Background: an optimization exercise with open tools, aiming at small area and a short achievable clock period. Do not read the settings as production practice.
Only simulation tests tie the RTL to the original design; equivalence was not proved.
No activity file was given, so power comes from the tool's default toggle rates.

==> flow/design.v (excerpt) <==
module pipeline_riscv(
    input clk,
    input reset_n,
    output [31:0] imem_addr,
    input [31:0] imem_data,
    output [14:0] dmem_addr,
    input [31:0] dmem_rdata,
    output dmem_we,
    output [3:0] dmem_wstrb,
    output [31:0] dmem_wdata,
    output [31:0] write_back_value,
    output [4:0] write_back_register
);
Settings: LEC_CHECK=0, CAP_MARGIN=20, CORE_MARGIN=2, CORE_UTILIZATION=55, SLEW_MARGIN=20, SYNTH_HIERARCHICAL=1, SYNTH_MINIMUM_KEEP_SIZE=0; clock period 16.0 ns.
standard.sh (not shown) runs the stock make flow with config.mk's settings and CLKGATE_MAP_FILE= SYNTH_SCRIPT=/design/flow/synth_recipe.tcl, a recipe that flattens the netlist after the stock synthesis.
==> flow/flow/run.sh <==
#!/bin/bash
set -euo pipefail
bash standard.sh SYNTH_HIERARCHICAL=1 SYNTH_MINIMUM_KEEP_SIZE=0 CORE_UTILIZATION=55 CTS_BUF_LIST=sky130_fd_sc_hd__clkbuf_8 SETUP_SLACK_MARGIN=9.5 "BUFFER_PORTS_ARGS=-buffer_cell sky130_fd_sc_hd__buf_2" finish > standard_flow.log 2>&1
The first run reached the layout checks and failed them: max-capacitance violations, max-slew violations.
Rerun with:
==> flow/flow/run.sh (replaced) <==
#!/bin/bash
set -euo pipefail
bash standard.sh SYNTH_HIERARCHICAL=1 SYNTH_MINIMUM_KEEP_SIZE=0 CORE_UTILIZATION=55 CTS_BUF_LIST=sky130_fd_sc_hd__clkbuf_8 CTS_CLUSTER_SIZE=13 CTS_CLUSTER_DIAMETER=81 SLEW_MARGIN=30 CAP_MARGIN=30 SETUP_SLACK_MARGIN=8.6 "BUFFER_PORTS_ARGS=-buffer_cell sky130_fd_sc_hd__buf_2" finish > standard_flow.log 2>&1
After rerunning: This time the run passed the timing, design-rule and antenna checks; sequential cell count is unchanged; final area decreases by 5.1%; core utilization decreases by 3.3 points; maximum frequency increases by 1.0%; sequential power increases by about 1%; global-route usage decreases by 2.1 points; area after synthesis does not change; die area does not change; wire length decreases by 4.2%; via count decreases by 3.7%.
Rerun with:
==> flow/flow/run.sh (replaced) <==
#!/bin/bash
set -euo pipefail
bash standard.sh SYNTH_HIERARCHICAL=1 SYNTH_MINIMUM_KEEP_SIZE=0 CORE_UTILIZATION=55 CTS_BUF_LIST=sky130_fd_sc_hd__clkbuf_8 SETUP_SLACK_MARGIN=8.5 "BUFFER_PORTS_ARGS=-buffer_cell sky130_fd_sc_hd__buf_2" finish > standard_flow.log 2>&1
- This time the run finished with max-capacitance violations, max-slew violations left
- cell area goes up by about 3%
- core utilization goes up by 1.9 points
- first-iteration DRC count goes up by about 1.8%
- cell count goes up by 3.3%
- global-route usage goes up by 0.32 points
- area after synthesis stays the same
- hold slack improves by 12 ps
- register-to-register slack degrades by 130 ps
- sequential power barely changes
- sequential share of layout area goes down by 1.6 points

========
== wip/amber ==
Another version of the RTL of pipeline_riscv (not shown whole).
Size in the first run: ~5200 cells after synthesis, roughly 1300 flip-flops, roughly 190 I/O pins, about 0.063 mm2 of cells after synthesis.
export LEC_CHECK = 0
export CAP_MARGIN = 20
export CORE_MARGIN = 2
export CORE_UTILIZATION = 40
export SLEW_MARGIN = 20
create_clock -name core_clock -period 16.0 [get_ports {clk}]
==> flow/flow/run.sh <==
#!/bin/bash
set -euo pipefail
bash standard.sh CORE_UTILIZATION=55 CTS_BUF_LIST=sky130_fd_sc_hd__clkbuf_8 SLEW_MARGIN=10 CAP_MARGIN=10 SETUP_SLACK_MARGIN=8.5 "BUFFER_PORTS_ARGS=-buffer_cell sky130_fd_sc_hd__buf_2" finish > standard_flow.log 2>&1
wip/amber | status: complete | timing, DRC, antenna: pass
The following lists how wip/violet was set up differently from wip/amber:
==> flow/flow/run.sh <==
#!/bin/bash
set -euo pipefail
bash standard.sh CORE_UTILIZATION=55 CTS_BUF_LIST=sky130_fd_sc_hd__clkbuf_8 SETUP_SLACK_MARGIN=8.5 "BUFFER_PORTS_ARGS=-buffer_cell sky130_fd_sc_hd__buf_2" finish > standard_flow.log 2>&1
Results
- For wip/violet and wip/amber, there was not a single run that failed to finish clean.
- wip/violet against wip/amber: setup slack flat, post-synthesis cell type count flat, total CTS buffers down 3, routed length on met1 down 2000 um.
- wip/amber and wip/violet ended up with roughly the same final period demand of the worst path.
- On routed wire length, wip/violet and wip/amber are basically level.
- wip/violet and wip/amber ended up with roughly the same final critical-path share of the clock period.
- Core utilization was lower in the run labelled wip/violet.
- Higher worst hold slack was reported by wip/violet, not wip/amber.

========
pipeline_riscv with an RTL version that a note above also has.
Size: about 1300 flip-flops, about 190 I/O pins, about 63000 um^2 of cells after synthesis.
// pipeline_riscv
module pipeline_riscv(
    input clk,
    input reset_n,
    output [31:0] imem_addr,
    input [31:0] imem_data,
    output [14:0] dmem_addr,
    input [31:0] dmem_rdata,
    output dmem_we,
    output [3:0] dmem_wstrb,
    output [31:0] dmem_wdata,
    output [31:0] write_back_value,
    output [4:0] write_back_register
);
    localparam [1:0] WB_NORMAL = 2'b00, WB_LOAD = 2'b01, WB_JAL = 2'b10, WB_HICCUP = 2'b11;
    localparam [1:0] DM_NONE = 2'b00, DM_BYTE = 2'b01, DM_HWORD = 2'b10, DM_WORD = 2'b11;
    function [32:0] add32;
        input [31:0] a;
        input [31:0] b;
        input ci;
        reg [31:0] g, p, p0;
        integer i, k;
        begin
            p0 = a ^ b;
            g = a & b;
            p = p0;
            g[0] = g[0] | (p0[0] & ci);
            for (k = 1; k < 32; k = k * 2)
                for (i = 31; i >= 0; i = i - 1)
                    if (i & k) begin
                        g[i] = g[i] | (p[i] & g[(i & ~(k - 1)) - 1]);
                        p[i] = p[i] & p[(i & ~(k - 1)) - 1];
                    end
            add32 = {g[31], p0 ^ {g[30:0], ci}};
        end
    endfunction
    reg [31:0] pc;         
    reg [31:0] f_ir;       
    reg [31:0] f_pc;       
    reg [1:0]  f_wbt;      
    reg        f_pload;    
    reg        f_phic;     
    reg [31:0] r_a;        
    reg [31:0] r_b;        
  ...
clock: 16.0 ns
lec_check: 0
cap_margin: 20
core_margin: 2
core_utilization: 55
slew_margin: 20
synth_hierarchical: 1
synth_minimum_keep_size: 0
==> flow/flow/run.sh <==
#!/bin/bash
set -euo pipefail
bash standard.sh SYNTH_HIERARCHICAL=1 SYNTH_MINIMUM_KEEP_SIZE=0 CORE_UTILIZATION=55 CTS_BUF_LIST=sky130_fd_sc_hd__clkbuf_8 CTS_CLUSTER_SIZE=13 CTS_CLUSTER_DIAMETER=81 SLEW_MARGIN=30 CAP_MARGIN=30 SETUP_SLACK_MARGIN=9.5 "BUFFER_PORTS_ARGS=-buffer_cell sky130_fd_sc_hd__buf_2" finish > standard_flow.log 2>&1
Next try:
==> flow/flow/run.sh (replaced) <==
#!/bin/bash
set -euo pipefail
bash standard.sh SYNTH_HIERARCHICAL=1 SYNTH_MINIMUM_KEEP_SIZE=0 CORE_UTILIZATION=62 PLACE_DENSITY=0.68 CTS_BUF_LIST=sky130_fd_sc_hd__clkbuf_8 CTS_CLUSTER_SIZE=13 CTS_CLUSTER_DIAMETER=81 SLEW_MARGIN=30 CAP_MARGIN=30 SETUP_SLACK_MARGIN=9.5 "BUFFER_PORTS_ARGS=-buffer_cell sky130_fd_sc_hd__buf_2" finish > standard_flow.log 2>&1
--- a/flow/config.mk
+++ b/flow/config.mk
@@ -10 +10 @@
-export CORE_UTILIZATION = 55
+export CORE_UTILIZATION = 62
Outcome: Routed wire length came out lower by 4.1%; synthesized area does not change; count of clock-buffer cells in the layout came out higher by 1; synthesized cell count stays the same; power came out lower by 0.44%; hold slack is better by 0.030 ns; sequential share of layout area came out higher by 0.21 points; design area came out lower by 0.51%.

-- static timing again, ports no longer ideal --
How much do the figures lean on ideal ports? The routed layouts below were timed once more, with nothing changed but the port constraints. Step 1 sets driving cells, clkbuf_16 on the clock port and buf_2 on the other inputs (assumed; they add their load-dependent delay and slew). Step 2 moves the port delays by t, midway between the first and last clock arrival at a register: inputs arrive t later, outputs are due t later. That takes back most of the time a late clock gives input paths. Slacks: ideal ports / drivers / drivers and shift; pairs: ideal ports / drivers.
run | t (ns) | setup WS [ns] | hold slack, ns | worst register clock-pin slew, ns | cell pins on the clock port's net
the first run of note 1 | 1.044 | 8.489 / 8.412 / 8.533 | 0.381 / 0.381 / 0.381 | 0.08 / 0.08 | 1
the second run of note 1 | 0.922 | 8.565 / 8.486 / 8.448 | 0.410 / 0.410 / 0.410 | 0.11 / 0.11 | 1
the third run of note 1 | 0.981 | 8.527 / 8.457 / 8.465 | 0.422 / 0.422 / 0.422 | 0.08 / 0.08 | 1
wip/amber | 1.050 | 8.295 / 8.233 / 8.233 | 0.387 / 0.387 / 0.387 | 0.07 / 0.07 | 1
wip/violet | 1.020 | 8.296 / 8.239 / 8.239 | 0.395 / 0.395 / 0.395 | 0.07 / 0.07 | 1
the first run of note 3 | 0.954 | 8.641 / 8.550 / 8.550 | 0.404 / 0.404 / 0.404 | 0.11 / 0.11 | 1
the second run of note 3 | 0.933 | 8.588 / 8.510 / 8.613 | 0.434 / 0.434 / 0.434 | 0.11 / 0.11 | 1
The setup slack of the second run of note 1, which loses most, moves by -0.079 ns with the drivers and by -0.117 ns with both steps.
